Background: an optimization exercise with open tools, aiming at small area. Do not read the settings as production practice.
At most, simulation tests tie the RTL to the original design; equivalence was not proved.
Function not checked in run 1: the RTL went through the layout flow alone.
Power figures rest on the tool's default switching activity, not on a simulated workload.

## flow/design.v (module list and top-level ports; edited modules follow where they fit)
// module p_fa: 4 lines
// module p_fac: 4 lines
// module p_ha: 4 lines
// module p_nor2: 3 lines
// module p_or2: 3 lines
// module p_and2: 3 lines
// module p_inv: 3 lines
// module p_xor2: 3 lines
// module p_xnor2: 3 lines
// module p_xor3: 3 lines
// module p_a222oi: 3 lines
// module magnitude_wrapper: 1019 lines
module magnitude_wrapper(
	input aclk,
	input aresetn,
	input s_i_data_valid,
	output reg s_o_data_ready,
	input [31:0] s_i_data,
	output reg m_o_data_valid,
	input m_i_data_ready,
	output [31:0] m_o_data
    );
  // ...
==> flow/flow/run.sh <==
#!/bin/bash
# Standard layout, but the port buffers are the smallest plain buffer and
# the clock tree uses smaller buffers without dummy loads.
set -euo pipefail
export BUFFER_PORTS_ARGS="-buffer_cell sky130_fd_sc_hd__buf_1"
export CTS_ARGS="-sink_clustering_enable -repair_clock_nets -dont_use_dummy_load -buf_list sky130_fd_sc_hd__clkbuf_8"
bash standard.sh finish > standard_flow.log 2>&1
==> flow/standard.sh <==
#!/bin/bash
# synth_recipe.tcl (not shown) runs the flow's synth.tcl, then flattens the netlist and writes it again
# the make line also repeats each setting of config.mk as NAME=value (left out here)
make -C /OpenROAD-flow-scripts/flow DESIGN_CONFIG=/design/flow/config.mk WORK_HOME=/design/flow/orfs CLKGATE_MAP_FILE= SYNTH_SCRIPT=/design/flow/synth_recipe.tcl "${@:-finish}"
==> flow/config.mk <==
export PLATFORM = sky130hd
export DESIGN_NAME = magnitude_wrapper
export DESIGN_NICKNAME = magnitude_wrapper
export VERILOG_FILES = /design/flow/design.v
export SDC_FILE = /design/flow/constraint.sdc
export NUM_CORES = 4
export LEC_CHECK = 0
export CAP_MARGIN = 20
export CORE_MARGIN = 2
export CORE_UTILIZATION = 40
export SLEW_MARGIN = 20
export SYNTH_HIERARCHICAL = 1
export SYNTH_MINIMUM_KEEP_SIZE = 0
==> flow/constraint.sdc <==
create_clock -name core_clock -period 10.0 [get_ports {aclk}]
set_input_delay 2.0000 -clock core_clock [delete_from_list [all_inputs] [get_ports {aclk}]]
set_output_delay 2.0000 -clock core_clock [all_outputs]
set_load 0.01 [all_outputs]
==> flow_summary_export.csv, run 1 <==
group,metric,value,unit
global_route,grt.met3_usage,0.03926,
placement,place_inst,867,
logic_synthesis,ys_top_cells_by_count,"135 x fa_1, 109 x nor2_1, 89 x dfxtp_1",
clock_tree,numCtsBuffers,9,
cells_and_area,post-route-util,0.4518,
sta,finalCritPeriodShare,0.9314,
logic_synthesis,synth_mux_area_frac,0,
setup_path,worst_path_most_repeated_cell,"fa_2",
sta,fin_tns_setup,0,ns
cells_and_area,multi_input_gates,388,
setup_path,worstPathRequired,10.27,ns
cells_and_area,nFlopsAndLatches,106,
placement,dp_hpwl,11660,um
flow_run,max_cap_violations,0,
setup_path,worstSetupEndpoint,"cn[20]$_DFF_P_",
setup_path,cp.arrival,9.58,ns
drt,dr_wl_met2,8152,um
drt,post_drt_wl_per_cell,17.89,um
setup_path,max_stage_delay,0.45,ns
min_path,holdCritPathClass,"reg2reg",
power_and_ir_drop,p_comb,0.00207,W
outcome,status,"finished clean",
sta,finalHoldViolCount,0,
sta,tightest_slew,0.8778,ns
power_and_ir_drop,netSwitchingFraction,0.4400,
global_route,busiest_layer,"met2",
cells_and_area,top_regs,"cn (32), p (32)",
cells_and_area,largest_class,"multi-input combinational cells",
sta,fin_skew,0.03233,ns
cells_and_area,inverters_excl_clock,57,
power_and_ir_drop,maxPowerGroup,"combinational cells",
logic_synthesis,synth_edf_count,17,
power_and_ir_drop,seq-power,0.000691,W
logic_synthesis,netlist_top_cells_area,"fa_1 38%, dfxtp_1 25%, edfxtp_1 7.3%, a222oi_1 7.1%, ha_1 6.1%",
cells_and_area,areaGrowthSynthToFinish,10.87,%
setup_path,criticalPathCategory,"in2reg",
logic_synthesis,synth.distinct_cells,15,
==> run 2: changes to the inputs <==
--- a/flow/design.v
+++ b/flow/design.v
@@ -44,18 +44,18 @@
 	input m_i_data_ready,
 	output [31:0] m_o_data
     );
 	reg start, ack;
 	reg f2, f3;
 	reg [15:0] a_re, a_im;
 	reg [31:0] p;         
 	reg [31:0] cn;        
-	reg pc_13, cnc_13;
-	wire tc_13, cvc_13, cdc_13;
+	reg pc_12, cnc_12;
+	wire tc_12, cvc_12, cdc_12;
 	reg pc_21, cnc_21;
 	wire tc_21, cvc_21, cdc_21;
 	wire acc = s_i_data_valid & ~ack;
 	wire [15:0] xn;       
 	wire [31:0] t;        
 	wire [31:0] cv;       
 	wire [31:0] mo;
 	wire [31:0] cd;
@@ -110,17 +110,17 @@
 	assign t[24] = s_674;
 	assign t[25] = s_686;
 	assign t[26] = s_698;
 	assign t[27] = s_707;
 	assign t[28] = s_716;
 	assign t[29] = s_722;
 	assign t[30] = s_728;
 	assign t[31] = s_798;
-	assign tc_13 = c_768;
+	assign tc_12 = c_765;
 	assign tc_21 = c_792;
 	p_a222oi uc0 (.a1(ld_t), .a2(t[0]), .b1(ld_p), .b2(p[0]), .c1(hold), .c2(cv[0]), .y(cd[0]));
 	p_inv ui0 (.a(cn[0]), .y(cv[0]));
 	p_a222oi uc1 (.a1(ld_t), .a2(t[1]), .b1(ld_p), .b2(p[1]), .c1(hold), .c2(cv[1]), .y(cd[1]));
 	p_inv ui1 (.a(cn[1]), .y(cv[1]));
 	p_a222oi uc2 (.a1(ld_t), .a2(t[2]), .b1(ld_p), .b2(p[2]), .c1(hold), .c2(cv[2]), .y(cd[2]));
 	p_inv ui2 (.a(cn[2]), .y(cv[2]));
 	p_a222oi uc3 (.a1(ld_t), .a2(t[3]), .b1(ld_p), .b2(p[3]), .c1(hold), .c2(cv[3]), .y(cd[3]));
@@ -176,33 +176,32 @@
 	p_a222oi uc28 (.a1(ld_t), .a2(t[28]), .b1(ld_p), .b2(p[28]), .c1(hold), .c2(cv[28]), .y(cd[28]));
 	p_inv ui28 (.a(cn[28]), .y(cv[28]));
 	p_a222oi uc29 (.a1(ld_t), .a2(t[29]), .b1(ld_p), .b2(p[29]), .c1(hold), .c2(cv[29]), .y(cd[29]));
 	p_inv ui29 (.a(cn[29]), .y(cv[29]));
 	p_a222oi uc30 (.a1(ld_t), .a2(t[30]), .b1(ld_p), .b2(p[30]), .c1(hold), .c2(cv[30]), .y(cd[30]));
 	p_inv ui30 (.a(cn[30]), .y(cv[30]));
 	p_a222oi uc31 (.a1(ld_t), .a2(t[31]), .b1(ld_p), .b2(p[31]), .c1(hold), .c2(cv[31]), .y(cd[31]));
 	p_inv ui31 (.a(cn[31]), .y(cv[31]));
-	p_a222oi ucc13 (.a1(ld_t), .a2(tc_13), .b1(ld_p), .b2(pc_13), .c1(hold), .c2(cvc_13), .y(cdc_13));
-	p_inv uic13 (.a(cnc_13), .y(cvc_13));
+	p_a222oi ucc12 (.a1(ld_t), .a2(tc_12), .b1(ld_p), .b2(pc_12), .c1(hold), .c2(cvc_12), .y(cdc_12));
+	p_inv uic12 (.a(cnc_12), .y(cvc_12));
 	p_a222oi ucc21 (.a1(ld_t), .a2(tc_21), .b1(ld_p), .b2(pc_21), .c1(hold), .c2(cvc_21), .y(cdc_21));
 	p_inv uic21 (.a(cnc_21), .y(cvc_21));
 	assign mo[0] = cv[0];
 	assign mo[1] = cv[1];
 	assign mo[2] = cv[2];
 	assign mo[3] = cv[3];
 	assign mo[4] = cv[4];
 	assign mo[5] = cv[5];
 	assign mo[6] = cv[6];
 	assign mo[7] = cv[7];
 	assign mo[8] = cv[8];
 	assign mo[9] = cv[9];
 	assign mo[10] = cv[10];
 	assign mo[11] = cv[11];
-	assign mo[12] = cv[12];
 	assign m_o_data = mo;
 	wire dg_1;
 	wire pp_3;
 	wire pp_5;
 	wire pp_7;
 	wire pp_9;
 	wire pp_11;
 	wire pp_13;
@@ -687,16 +686,17 @@
 	wire e_820;
 	wire e_822;
 	wire e_824;
 	wire e_826;
 	wire e_828;
 	wire e_830;
 	wire e_832;
 	wire e_834;
+	wire e_836;
   p_inv u2 (.a(xn[0]), .y(dg_1));
   p_nor2 u4 (.a(xn[0]), .b(xn[1]), .y(pp_3));
   p_nor2 u6 (.a(xn[0]), .b(xn[2]), .y(pp_5));
   p_nor2 u8 (.a(xn[0]), .b(xn[3]), .y(pp_7));
   p_nor2 u10 (.a(xn[0]), .b(xn[4]), .y(pp_9));
   p_nor2 u12 (.a(xn[0]), .b(xn[5]), .y(pp_11));
   p_nor2 u14 (.a(xn[0]), .b(xn[6]), .y(pp_13));
   p_nor2 u16 (.a(xn[0]), .b(xn[7]), .y(pp_15));
@@ -855,17 +855,17 @@
   p_and2 u322 (.a(p[24]), .b(pm), .y(pm_321));
   p_and2 u324 (.a(p[25]), .b(pm), .y(pm_323));
   p_and2 u326 (.a(p[26]), .b(pm), .y(pm_325));
   p_and2 u328 (.a(p[27]), .b(pm), .y(pm_327));
   p_and2 u330 (.a(p[28]), .b(pm), .y(pm_329));
   p_and2 u332 (.a(p[29]), .b(pm), .y(pm_331));
   p_and2 u334 (.a(p[30]), .b(pm), .y(pm_333));
   p_and2 u336 (.a(p[31]), .b(pm), .y(pm_335));
-  p_and2 u338 (.a(pc_13), .b(pm), .y(pmc_337));
+  p_and2 u338 (.a(pc_12), .b(pm), .y(pmc_337));
   p_and2 u340 (.a(pc_21), .b(pm), .y(pmc_339));
   p_fac u343 (.a(pm_305), .b(dg_201), .s(s_341), .co(c_342));
   p_fa u346 (.a(pm_277), .b(dg_33), .c(pp_3), .s(s_344), .co(c_345));
   p_fa u349 (.a(pm_279), .b(pp_5), .c(c_345), .s(s_347), .co(c_348));
   p_fa u352 (.a(pm_281), .b(dg_63), .c(pp_35), .s(s_350), .co(c_351));
   p_fa u355 (.a(pp_7), .b(s_350), .c(c_348), .s(s_353), .co(c_354));
   p_fa u358 (.a(pm_283), .b(pp_37), .c(pp_9), .s(s_356), .co(c_357));
   p_fa u361 (.a(c_351), .b(s_356), .c(c_354), .s(s_359), .co(c_360));
@@ -888,28 +888,28 @@
   p_fa u412 (.a(pp_97), .b(c_393), .c(s_404), .s(s_410), .co(c_411));
   p_fa u415 (.a(s_407), .b(c_396), .c(s_410), .s(s_413), .co(c_414));
   p_fa u418 (.a(c_399), .b(s_413), .c(c_402), .s(s_416), .co(c_417));
   p_fa u421 (.a(pm_295), .b(pp_121), .c(pp_21), .s(s_419), .co(c_420));
   p_fa u424 (.a(pp_49), .b(pp_75), .c(pp_99), .s(s_422), .co(c_423));
   p_fa u427 (.a(c_405), .b(c_408), .c(s_419), .s(s_425), .co(c_426));
   p_fa u430 (.a(s_422), .b(c_411), .c(s_425), .s(s_428), .co(c_429));
   p_fa u433 (.a(c_414), .b(s_428), .c(c_417), .s(s_431), .co(c_432));
-  p_fa u436 (.a(pm_297), .b(dg_163), .c(pp_101), .s(s_434), .co(c_435));
-  p_fa u439 (.a(pp_123), .b(pp_143), .c(pp_23), .s(s_437), .co(c_438));
-  p_fa u442 (.a(pp_51), .b(pp_77), .c(c_420), .s(s_440), .co(c_441));
-  p_fa u445 (.a(c_423), .b(s_434), .c(s_437), .s(s_443), .co(c_444));
-  p_fa u448 (.a(c_426), .b(s_440), .c(s_443), .s(s_446), .co(c_447));
-  p_fa u451 (.a(c_429), .b(s_446), .c(c_432), .s(s_449), .co(c_450));
-  p_fa u454 (.a(pm_299), .b(pmc_337), .c(pp_103), .s(s_452), .co(c_453));
-  p_fa u457 (.a(pp_125), .b(pp_145), .c(pp_25), .s(s_455), .co(c_456));
-  p_fa u460 (.a(pp_53), .b(pp_79), .c(c_435), .s(s_458), .co(c_459));
-  p_fa u463 (.a(c_438), .b(s_452), .c(s_455), .s(s_461), .co(c_462));
-  p_fa u466 (.a(c_441), .b(s_458), .c(c_444), .s(s_464), .co(c_465));
-  p_fa u469 (.a(s_461), .b(c_447), .c(s_464), .s(s_467), .co(c_468));
+  p_fa u436 (.a(pm_297), .b(pmc_337), .c(dg_163), .s(s_434), .co(c_435));
+  p_fa u439 (.a(pp_101), .b(pp_123), .c(pp_143), .s(s_437), .co(c_438));
+  p_fa u442 (.a(pp_23), .b(pp_51), .c(pp_77), .s(s_440), .co(c_441));
+  p_fa u445 (.a(c_420), .b(s_434), .c(c_423), .s(s_443), .co(c_444));
+  p_fa u448 (.a(s_437), .b(s_440), .c(c_426), .s(s_446), .co(c_447));
+  p_fa u451 (.a(s_443), .b(c_429), .c(s_446), .s(s_449), .co(c_450));
+  p_fa u454 (.a(pm_299), .b(pp_103), .c(pp_125), .s(s_452), .co(c_453));
+  p_fa u457 (.a(pp_145), .b(pp_25), .c(pp_53), .s(s_455), .co(c_456));
+  p_fa u460 (.a(pp_79), .b(c_435), .c(c_438), .s(s_458), .co(c_459));
+  p_fa u463 (.a(c_441), .b(s_452), .c(s_455), .s(s_461), .co(c_462));
+  p_fa u466 (.a(c_444), .b(s_458), .c(s_461), .s(s_464), .co(c_465));
+  p_fa u469 (.a(c_447), .b(s_464), .c(c_450), .s(s_467), .co(c_468));
   p_fa u472 (.a(pm_301), .b(dg_183), .c(pp_105), .s(s_470), .co(c_471));
   p_fa u475 (.a(pp_127), .b(pp_147), .c(pp_165), .s(s_473), .co(c_474));
   p_fa u478 (.a(pp_27), .b(pp_55), .c(pp_81), .s(s_476), .co(c_477));
   p_fa u481 (.a(c_453), .b(c_456), .c(s_470), .s(s_479), .co(c_480));
   p_fa u484 (.a(s_473), .b(s_476), .c(c_459), .s(s_482), .co(c_483));
   p_fa u487 (.a(c_462), .b(s_479), .c(s_482), .s(s_485), .co(c_486));
   p_fa u490 (.a(c_465), .b(s_485), .c(c_468), .s(s_488), .co(c_489));
   p_fa u493 (.a(pm_303), .b(pp_107), .c(pp_129), .s(s_491), .co(c_492));
@@ -999,57 +999,58 @@
   p_ha u745 (.a(c_741), .b(s_353), .s(s_743), .co(c_744));
   p_ha u748 (.a(c_744), .b(s_359), .s(s_746), .co(c_747));
   p_ha u751 (.a(c_747), .b(s_368), .s(s_749), .co(c_750));
   p_ha u754 (.a(c_750), .b(s_377), .s(s_752), .co(c_753));
   p_ha u757 (.a(c_753), .b(s_389), .s(s_755), .co(c_756));
   p_ha u760 (.a(c_756), .b(s_401), .s(s_758), .co(c_759));
   p_ha u763 (.a(c_759), .b(s_416), .s(s_761), .co(c_762));
   p_ha u766 (.a(c_762), .b(s_431), .s(s_764), .co(c_765));
-  p_ha u769 (.a(c_765), .b(s_449), .s(s_767), .co(c_768));
-  p_ha u772 (.a(s_467), .b(c_450), .s(s_770), .co(c_771));
+  p_ha u769 (.a(s_449), .b(c_432), .s(s_767), .co(c_768));
+  p_ha u772 (.a(s_467), .b(c_768), .s(s_770), .co(c_771));
   p_ha u775 (.a(s_488), .b(c_771), .s(s_773), .co(c_774));
   p_ha u778 (.a(s_509), .b(c_774), .s(s_776), .co(c_777));
   p_fa u781 (.a(s_530), .b(c_510), .c(c_777), .s(s_779), .co(c_780));
   p_fa u784 (.a(s_551), .b(c_531), .c(c_780), .s(s_782), .co(c_783));
   p_fa u787 (.a(s_572), .b(c_552), .c(c_783), .s(s_785), .co(c_786));
   p_fa u790 (.a(s_590), .b(c_573), .c(c_786), .s(s_788), .co(c_789));
   p_fa u793 (.a(s_608), .b(c_591), .c(c_789), .s(s_791), .co(c_792));
   p_xor2 u795 (.a(pm_335), .b(c_726), .y(s_794));
   p_xor2 u797 (.a(s_794), .b(c_729), .y(s_796));
   p_inv u799 (.a(s_796), .y(s_798));
-  p_ha u801 (.a(cv[13]), .b(cvc_13), .s(mo[13]), .co(e_800));
-  p_ha u803 (.a(cv[14]), .b(e_800), .s(mo[14]), .co(e_802));
-  p_ha u805 (.a(cv[15]), .b(e_802), .s(mo[15]), .co(e_804));
-  p_ha u807 (.a(cv[16]), .b(e_804), .s(mo[16]), .co(e_806));
-  p_ha u809 (.a(cv[17]), .b(e_806), .s(mo[17]), .co(e_808));
-  p_ha u811 (.a(cv[18]), .b(e_808), .s(mo[18]), .co(e_810));
-  p_ha u813 (.a(cv[19]), .b(e_810), .s(mo[19]), .co(e_812));
-  p_ha u815 (.a(cv[20]), .b(e_812), .s(mo[20]), .co(e_814));
-  p_fa u817 (.a(cv[21]), .b(cvc_21), .c(e_814), .s(mo[21]), .co(e_816));
-  p_ha u819 (.a(cv[22]), .b(e_816), .s(mo[22]), .co(e_818));
-  p_ha u821 (.a(cv[23]), .b(e_818), .s(mo[23]), .co(e_820));
-  p_ha u823 (.a(cv[24]), .b(e_820), .s(mo[24]), .co(e_822));
-  p_ha u825 (.a(cv[25]), .b(e_822), .s(mo[25]), .co(e_824));
-  p_ha u827 (.a(cv[26]), .b(e_824), .s(mo[26]), .co(e_826));
-  p_ha u829 (.a(cv[27]), .b(e_826), .s(mo[27]), .co(e_828));
-  p_ha u831 (.a(cv[28]), .b(e_828), .s(mo[28]), .co(e_830));
-  p_ha u833 (.a(cv[29]), .b(e_830), .s(mo[29]), .co(e_832));
-  p_ha u835 (.a(cv[30]), .b(e_832), .s(mo[30]), .co(e_834));
-  p_xor2 u836 (.a(cv[31]), .b(e_834), .y(mo[31]));
+  p_ha u801 (.a(cv[12]), .b(cvc_12), .s(mo[12]), .co(e_800));
+  p_ha u803 (.a(cv[13]), .b(e_800), .s(mo[13]), .co(e_802));
+  p_ha u805 (.a(cv[14]), .b(e_802), .s(mo[14]), .co(e_804));
+  p_ha u807 (.a(cv[15]), .b(e_804), .s(mo[15]), .co(e_806));
+  p_ha u809 (.a(cv[16]), .b(e_806), .s(mo[16]), .co(e_808));
+  p_ha u811 (.a(cv[17]), .b(e_808), .s(mo[17]), .co(e_810));
+  p_ha u813 (.a(cv[18]), .b(e_810), .s(mo[18]), .co(e_812));
+  p_ha u815 (.a(cv[19]), .b(e_812), .s(mo[19]), .co(e_814));
+  p_ha u817 (.a(cv[20]), .b(e_814), .s(mo[20]), .co(e_816));
+  p_fa u819 (.a(cv[21]), .b(cvc_21), .c(e_816), .s(mo[21]), .co(e_818));
+  p_ha u821 (.a(cv[22]), .b(e_818), .s(mo[22]), .co(e_820));
+  p_ha u823 (.a(cv[23]), .b(e_820), .s(mo[23]), .co(e_822));
+  p_ha u825 (.a(cv[24]), .b(e_822), .s(mo[24]), .co(e_824));
+  p_ha u827 (.a(cv[25]), .b(e_824), .s(mo[25]), .co(e_826));
+  p_ha u829 (.a(cv[26]), .b(e_826), .s(mo[26]), .co(e_828));
+  p_ha u831 (.a(cv[27]), .b(e_828), .s(mo[27]), .co(e_830));
+  p_ha u833 (.a(cv[28]), .b(e_830), .s(mo[28]), .co(e_832));
+  p_ha u835 (.a(cv[29]), .b(e_832), .s(mo[29]), .co(e_834));
+  p_ha u837 (.a(cv[30]), .b(e_834), .s(mo[30]), .co(e_836));
+  p_xor2 u838 (.a(cv[31]), .b(e_836), .y(mo[31]));
 	always @(posedge aclk) begin
 		start <= acc | (start & ~ack & aresetn);
 		s_o_data_ready <= acc | (s_o_data_ready & aresetn);
 		ack <= start;
 		f2 <= acc & start;
 		f3 <= f2;
 		if (m_i_data_ready) m_o_data_valid <= ack;
 		else if (!aresetn) m_o_data_valid <= 1'b0;
 		a_re <= s_i_data[15:0];
 		if (acc) a_im <= s_i_data[31:16];
 		p <= t;
 		cn <= cd;
-		pc_13 <= tc_13;
-		cnc_13 <= cdc_13;
+		pc_12 <= tc_12;
+		cnc_12 <= cdc_12;
 		pc_21 <= tc_21;
 		cnc_21 <= cdc_21;
 	end
 endmodule
==> flow/flow/run.sh (replaced) <==
#!/bin/bash
# Standard layout, but the port buffers are the smallest plain buffer and
# the clock tree uses smaller buffers without dummy loads.
set -euo pipefail
export BUFFER_PORTS_ARGS="-buffer_cell sky130_fd_sc_hd__buf_1"
export CTS_ARGS="-sink_clustering_enable -repair_clock_nets -dont_use_dummy_load -buf_list sky130_fd_sc_hd__clkbuf_8 -sink_clustering_size 30 -sink_clustering_max_diameter 150"
bash standard.sh finish > standard_flow.log 2>&1
==> run 2 against run 1 <==
Against the previous run:
- first-iteration DRC count shrank 2.3%
- core utilization shrank 0.080 points
- synthesized cell count is the same
- critical path depth is the same
- clock power is essentially flat
- combinational power is essentially flat
- global-route usage grew 0.39 points
- maximum frequency shrank 0.16%
- cell count shrank 0.11%
- via count grew 1.7%
- sequential power is essentially flat
- highest routed layer unchanged
==> flow_summary_export.csv, run 2 <==
group,metric,value,unit
outcome,status,"finished clean",
logic_synthesis,synth_edf_count,17,
setup_path,critPathSlowestCell,"fa_1",
flow_run,max_cap_violations,0,
setup_path,critPathTopFamily,"adder cells",
placement,dp_slack,0.2672,ns
setup_path,criticalPathCategory,"in2reg",
placement,place_inst,866,
clock_tree,root_buffer,"clkbuf_8",
logic_synthesis,synth-seq-cells,106,
global_route,antenna_found_initial,0,
clock_tree,cts_setup_buffers,0,
cells_and_area,layout_commonest_cell,"fa_1",
setup_path,worstPathRequired,10.29,ns
setup_path,end_kind,"flip-flop",
global_route,grtUsageTotal,0.1909,
clock_tree,path_clk_slew,0.09,ns
floorplan,die_w,136.6,um
global_route,first_global_vias,5351,
placement,place_area,7650,um^2
sta,postLayoutSetupSlackWorst,0.6708,ns
sta,setup_violations,0,
setup_path,reg2reg_to,"cn[20]$_DFF_P_",
logic_synthesis,ys_top_cells_by_count,"135 x fa_1, 109 x nor2_1, 89 x dfxtp_1",
drt,post_drt_wl_per_cell,18.29,um
clock_tree,cts_tree,"yes",
floorplan,coreArea,17240,um^2
cells_and_area,mostFrequentLayoutCells,"130 x fa_1, 108 x nor2_1, 89 x dfxtp_1",
drt,vias_per_cell,5.341,
power_and_ir_drop,p_leak,3.540,nW
sta,fin_hold_ws,0.4023,ns
clock_tree,ctsResizeCount,0,
cells_and_area,nets,858,
logic_synthesis,yosysMostFrequentCell,"fa_1",
sta,finalCriticalPeriod,9.329,ns
sta,finalCritPeriodShare,0.9329,
floorplan,start_util,0.4078,
logic_synthesis,seq_area_frac_synth,0.3261,
setup_path,worst_path_most_repeated_cell,"fa_1",
setup_path,r2r_slack,1.48,ns
sta,slew_headroom,0.3448,
floorplan,die_area,18650,um^2
global_route,grt_pass1_wl,26970,um
drt,final_antenna_net_count,0,
logic_synthesis,synth.distinct_cells,15,
setup_path,startpoint,"s_i_data[1]",
clock_tree,clkLatencyLatePin,0.41,ns
sta,fmax,107.2,MHz
global_route,grt_max_degree,38,
logic_synthesis,synth_top_cell_by_area,"fa_1",
sta,fin_skew,0.04345,ns
sta,finalHoldViolCount,0,
floorplan,die_h,136.6,um
global_route,grt_overflow,0,
cells_and_area,instances_no_fill,875,
logic_synthesis,yosysWarningCount,7,
setup_path,cp.arrival,9.62,ns
setup_path,max_stage_delay,0.47,ns
sta,fin_tns_setup,0,ns
logic_synthesis,async_flop_share,0,
drt,vias,4673,
drt,drt_wl_total,16000,um
drt,drt_drc_violations_left,0,
logic_synthesis,netlist_top_cells_area,"fa_1 38%, dfxtp_1 25%, edfxtp_1 7.3%, a222oi_1 7.1%, ha_1 6.2%",
min_path,holdCritPathClass,"reg2reg",
placement,dp_hpwl,11520,um
drt,dr.pass1.iters,8,
setup_path,worstPathCellList,"buf_1, a222oi_1, inv_1, fa_2, fa_1, fa_2, fa_1, fa_1, fa_1, fa_2, fa_2, fa_2, fa_1, ha_1, ha_1, ha_1, ha_1, fa_1, fa_1, fa_1, fa_1, fa_1, a222oi_1",
logic_synthesis,syn_nets,770,
drt,drt_iter0_markers,431,
setup_path,rr_startpoint,"ack$_DFF_P_",
setup_path,r2r.worst_path.cells,24,
power_and_ir_drop,ir_drop,209.2,uV
setup_path,path_max_fanout,3,
sta,tightest_slew,0.9784,ns
cells_and_area,diodes,0,
logic_synthesis,syn_avg_cell_area,12.46,um^2
sta,rsz0062_at_grt,"false",
placement,portBuffers,69,
clock_tree,cts_sinks,106,
sta,drv_slew,0,
clock_tree,clockBufferDepth,2,
logic_synthesis,synth_top_area_share,0.3845,
logic_synthesis,postSynthCellCount,564,
setup_path,cp_num_cells,23,
setup_path,cp-start-kind,"primary input",
power_and_ir_drop,p_per_area,383.4,nW/um^2
cells_and_area,areaGrowthSynthToFinish,10.59,%
logic_synthesis,netlist_area,7029,um^2
logic_synthesis,synthFlopType,"dfxtp_1",
cells_and_area,fin_area,7774,um^2
placement,routabilityCongestion,0.8257,
clock_tree,htree_levels,3,
floorplan,placementRows,48,
clock_tree,hold_buffers,0,
setup_path,worstSetupEndpoint,"cn[20]$_DFF_P_",
floorplan,ios,70,
cells_and_area,drive_gt1_frac,0.05538,
clock_tree,numCtsBuffers,9,
setup_path,cp.buffers_inverters,2,
cells_and_area,top_regs,"cn (32), p (32)",
## run 2: how the worst min path moves through the flow
| stage | from | endpoint | slack [ns] | cells past startpoint |
|---|---|---|---|---|
| final | start$_DFF_P_ | ack$_DFF_P_ | 0.40 | 0 |
| after global routing | start$_DFF_P_ | ack$_DFF_P_ | 0.41 | 0 |
| after CTS | start$_DFF_P_ | ack$_DFF_P_ | 0.40 | 0 |
| after detailed placement | start$_DFF_P_ | ack$_DFF_P_ | 0.39 | 0 |
| after global placement | start$_DFF_P_ | ack$_DFF_P_ | 0.39 | 0 |
| after floorplan | start$_DFF_P_ | ack$_DFF_P_ | 0.37 | 0 |
## run 2: through the flow
stage	utilization	power, W
after floorplan	-	0.002226
after global placement	0.4438	0.002695
after detailed placement	0.4438	0.002781
after CTS	0.4510	0.003023
after global routing	0.4510	0.003328
final	0.4510	0.002981
## run 2: worst reg2reg max path, stage by stage, from the launching register on
cell and delay [ns]:
dfxtp_1 0.43, inv_1 0.08, a21o_1 0.38, a222oi_1 0.46, inv_1 0.13, fa_2 0.40
fa_1 0.41, fa_2 0.38, fa_1 0.39, fa_1 0.42, fa_1 0.41, fa_2 0.36
fa_2 0.35, fa_2 0.35, fa_1 0.39, ha_1 0.20, ha_1 0.18, ha_1 0.18
ha_1 0.20, fa_1 0.38, fa_1 0.38, fa_1 0.39, fa_1 0.39, fa_1 0.47
a222oi_1 0.32
## run 2: Yosys stat by module (local to each module, per instance)
module             times used  cells  flops+latches  area [um^2]
p_or2                      15      1              0        6.256
p_xor2                      3      1              0        8.758
p_fac                       1      5              0        27.53
magnitude_wrapper           1    132            106         2455
p_fa                      135      1              0        20.02
p_ha                       34      1              0        12.51
p_a222oi                   50      1              0        10.01
p_inv                      51      1              0        3.754
p_nor2                    105      1              0        3.754
p_and2                     34      1              0        6.256
## run 2: cell families (layout without fill, tap and decap cells)
| kind of cell | Yosys count | in the layout | synth area share |
|---|---|---|---|
| and+or+nand+nor | 162 | 162 | 0.1054 |
| adders and majority gates | 170 | 170 | 0.4468 |
| xor gates and xnor gates | 3 | 3 | 0.003739 |
| AOI/OAI and AO/OA | 54 | 54 | 0.07476 |
| buffers and inverters | 69 | 155 | 0.04326 |
| DFF | 106 | 106 | 0.3261 |
## run 2: area by class of cell
class | count | area, um^2
clock buffer | 9 | 123.9
fill | 1591 | 9463
inverter | 57 | 214.0
multi-input combinational | 389 | 4453
sequential | 106 | 2292
tap | 225 | 281.5
timing repair buffer | 89 | 409.1
## run 2: report_power, final
group | total, W | internal, W | switching [W]
sequential | 0.000691 | 0.000635 | 0.0000557
combinational | 0.00207 | 0.000941 | 0.00113
clock | 0.000216 | 0.0000811 | 0.000134
total | 0.00298 | 0.00166 | 0.00132
## run 2: routing by layer
metal	track usage	vias up	part of all wire
li1	-	2060	-
met1	0.2421	2436	0.43
met2	0.3211	151	0.49
met3	0.04037	26	0.054
met4	0.07292	0	0.022
met5	0	-	0
==> run 3: changes to the inputs <==
==> flow/flow/run.sh (replaced) <==
#!/bin/bash
# Standard layout, but the port buffers are the smallest plain buffer and
# the clock tree uses smaller buffers without dummy loads.
set -euo pipefail
export BUFFER_PORTS_ARGS="-buffer_cell sky130_fd_sc_hd__buf_1"
export CTS_ARGS="-sink_clustering_enable -repair_clock_nets -dont_use_dummy_load -buf_list sky130_fd_sc_hd__clkbuf_8"
bash standard.sh finish > standard_flow.log 2>&1
==> run 3 against run 2 <==
Against the previous run:
- non-clock buffer count is the same
- worst hold slack is the same
- sequential cell count is the same
- global-route usage is the same
- via count is the same
- still clean on timing, DRC and antenna
- maximum frequency is the same
- first-iteration DRC count is the same
- highest routed layer unchanged
- cell area is the same
- cell count is the same
==> flow_summary_export.csv, run 3 <==
group,metric,value,unit
clock_tree,ctsResizeCount,0,
sta,setup_violations,0,
logic_synthesis,async_flop_share,0,
drt,post_drt_wl_per_cell,18.29,um
logic_synthesis,netlist_area,7029,um^2
sta,finalCriticalPeriod,9.329,ns
logic_synthesis,synth.distinct_cells,15,
logic_synthesis,yosysWarningCount,7,
logic_synthesis,postSynthCellCount,564,
drt,vias_per_cell,5.341,
global_route,first_global_vias,5351,
cells_and_area,drive_gt1_frac,0.05538,
cells_and_area,areaGrowthSynthToFinish,10.59,%
global_route,grt_pass1_wl,26970,um
setup_path,worstPathRequired,10.29,ns
drt,dr.pass1.iters,8,
min_path,holdCritPathClass,"reg2reg",
placement,routabilityCongestion,0.8257,
cells_and_area,layout_commonest_cell,"fa_1",
power_and_ir_drop,p_leak,3.540,nW
sta,slew_headroom,0.3448,
cells_and_area,mostFrequentLayoutCells,"130 x fa_1, 108 x nor2_1, 89 x dfxtp_1",
floorplan,ios,70,
cells_and_area,nets,858,
drt,final_antenna_net_count,0,
setup_path,cp.arrival,9.62,ns
logic_synthesis,yosysMostFrequentCell,"fa_1",
floorplan,coreArea,17240,um^2
clock_tree,root_buffer,"clkbuf_8",
logic_synthesis,synth-seq-cells,106,
sta,rsz0062_at_grt,"false",
logic_synthesis,netlist_top_cells_area,"fa_1 38%, dfxtp_1 25%, edfxtp_1 7.3%, a222oi_1 7.1%, ha_1 6.2%",
drt,drt_wl_total,16000,um
power_and_ir_drop,ir_drop,209.2,uV
clock_tree,hold_buffers,0,
clock_tree,cts_tree,"yes",
logic_synthesis,syn_avg_cell_area,12.46,um^2
global_route,grt_overflow,0,
power_and_ir_drop,p_total,0.002981,W
logic_synthesis,synth_top_area_share,0.3845,
logic_synthesis,ys_top_cells_by_count,"135 x fa_1, 109 x nor2_1, 89 x dfxtp_1",
sta,fmax,107.2,MHz
clock_tree,path_clk_slew,0.09,ns
sta,fin_tns_setup,0,ns
global_route,grtUsageTotal,0.1909,
placement,dp_hpwl,11520,um
clock_tree,htree_levels,3,
outcome,status,"finished clean",
logic_synthesis,synthFlopType,"dfxtp_1",
logic_synthesis,seq_area_frac_synth,0.3261,
sta,drv_slew,0,
global_route,antenna_found_initial,0,
global_route,grt_max_degree,38,
sta,tightest_slew,0.9784,ns
clock_tree,cts_setup_buffers,0,
drt,vias,4673,
floorplan,die_h,136.6,um
floorplan,placementRows,48,
sta,finalCritPeriodShare,0.9329,
cells_and_area,top_regs,"cn (32), p (32)",
sta,fin_skew,0.04345,ns
sta,fin_hold_ws,0.4023,ns
power_and_ir_drop,p_per_area,383.4,nW/um^2
clock_tree,clockBufferDepth,2,
drt,drt_iter0_markers,431,
setup_path,end_kind,"flip-flop",
setup_path,path_max_fanout,3,
flow_run,max_cap_violations,0,
clock_tree,numCtsBuffers,9,
floorplan,die_w,136.6,um
setup_path,cp-start-kind,"primary input",
clock_tree,cts_sinks,106,
clock_tree,clkLatencyLatePin,0.41,ns
logic_synthesis,synth_top_cell_by_area,"fa_1",
sta,finalHoldViolCount,0,
floorplan,start_util,0.4078,
placement,portBuffers,69,
floorplan,die_area,18650,um^2
drt,drt_drc_violations_left,0,
setup_path,criticalPathCategory,"in2reg",
logic_synthesis,synth_edf_count,17,
cells_and_area,diodes,0,
logic_synthesis,syn_nets,770,
==> run 3: cell counts after synthesis <==
Identical to the previous run, type by type.
==> run 3: final timing paths <==
kind                      start              to  slack, ns  depth (start not counted)
hold / removal    start$_DFF_P_     ack$_DFF_P_       0.40                          0
hold reg to reg   start$_DFF_P_     ack$_DFF_P_       0.40                          0
setup reg to reg    ack$_DFF_P_  cn[20]$_DFF_P_       1.48                         24
setup / recovery    s_i_data[1]  cn[20]$_DFF_P_       0.67                         23
==> run 3: power by group <==
part	total, W	switching, W	internal (W)
clock	0.000216	0.000134	0.0000811
combinational	0.00207	0.00113	0.000941
sequential	0.000691	0.0000557	0.000635
==> run 3: modules after synthesis, one instance, submodules excluded <==
module             copies in the design  area (um^2)  flops+latches  cells inside
magnitude_wrapper                     1         2455            106           132
p_a222oi                             50        10.01              0             1
p_and2                               34        6.256              0             1
p_fa                                135        20.02              0             1
p_fac                                 1        27.53              0             5
p_ha                                 34        12.51              0             1
p_inv                                51        3.754              0             1
p_nor2                              105        3.754              0             1
p_or2                                15        6.256              0             1
p_xor2                                3        8.758              0             1
==> run 3: worst max-delay path, cell delays in order <==
cell and delay (ns):
buf_1 0.11, a222oi_1 0.43, inv_1 0.13, fa_2 0.40, fa_1 0.41, fa_2 0.38
fa_1 0.39, fa_1 0.42, fa_1 0.41, fa_2 0.36, fa_2 0.35, fa_2 0.35
fa_1 0.39, ha_1 0.20, ha_1 0.18, ha_1 0.18, ha_1 0.20, fa_1 0.38
fa_1 0.38, fa_1 0.39, fa_1 0.39, fa_1 0.47, a222oi_1 0.32
==> run 3: cell type report <==
type	count	area, um^2
Fill cell	1591	9463
Multi-Input combinational cell	389	4453
Sequential cell	106	2292
Timing Repair Buffer	89	409.1
Tap cell	225	281.5
Inverter	57	214.0
Clock buffer	9	123.9
==> run 3: kinds of logic (layout without fill, tap and decap cells) <==
group           after synthesis  count (layout)  share of synthesized area
buf+inv                      69             155                    0.04326
compound gates               54              54                    0.07476
fa+ha+maj                   170             170                     0.4468
simple gates                162             162                     0.1054
flops                       106             106                     0.3261
xor+xnor                      3               3                   0.003739
==> run 3: metrics by stage <==
step / util / instances / area, um^2 / worst slack (ns)
final: 0.4510 / 875 / 7774 / 0.6708
after global placement: 0.4438 / 866 / 7650 / 0.3191
after CTS: 0.4510 / 875 / 7774 / 0.6631
after detailed placement: 0.4438 / 866 / 7650 / 0.2672
after global routing: 0.4510 / 875 / 7774 / 0.3209
after floorplan: - / 564 / 7042 / 0.02998
==> run 3: per-layer routing <==
layer	part of all wire	vias up	GRT usage
li1	-	2060	-
met1	0.43	2436	0.2421
met2	0.49	151	0.3211
met3	0.054	26	0.04037
met4	0.022	0	0.07292
met5	0	-	0

[static timing again, ports no longer ideal]
Ports are ideal in the flow. The routed layouts listed here were re-timed in OpenROAD. Step 1: set_driving_cell puts a clkbuf_16 on aclk and a buf_2 on each other input, an assumption about the parent block. Step 2 moves the port delays by t, midway between the first and last clock arrival at a register: inputs arrive t later, outputs are due t later. That takes back most of the time a late clock gives input paths. a / b / c = no drivers / after step 1 / after step 2; a / b = the first two.
| run | t (ns) | slack for setup (ns) | slew at the worst register clock pin (ns) | cell pins on the clock port's net |
|---|---|---|---|---|
| run 1 | 0.417 | 0.686 / 0.697 / 0.280 | 0.11 / 0.11 | 1 |
| run 2 | 0.425 | 0.671 / 0.685 / 0.260 | 0.12 / 0.12 | 1 |
| run 3 | 0.425 | 0.671 / 0.685 / 0.260 | 0.12 / 0.12 | 1 |
After both steps setup and hold are still met in every run listed.
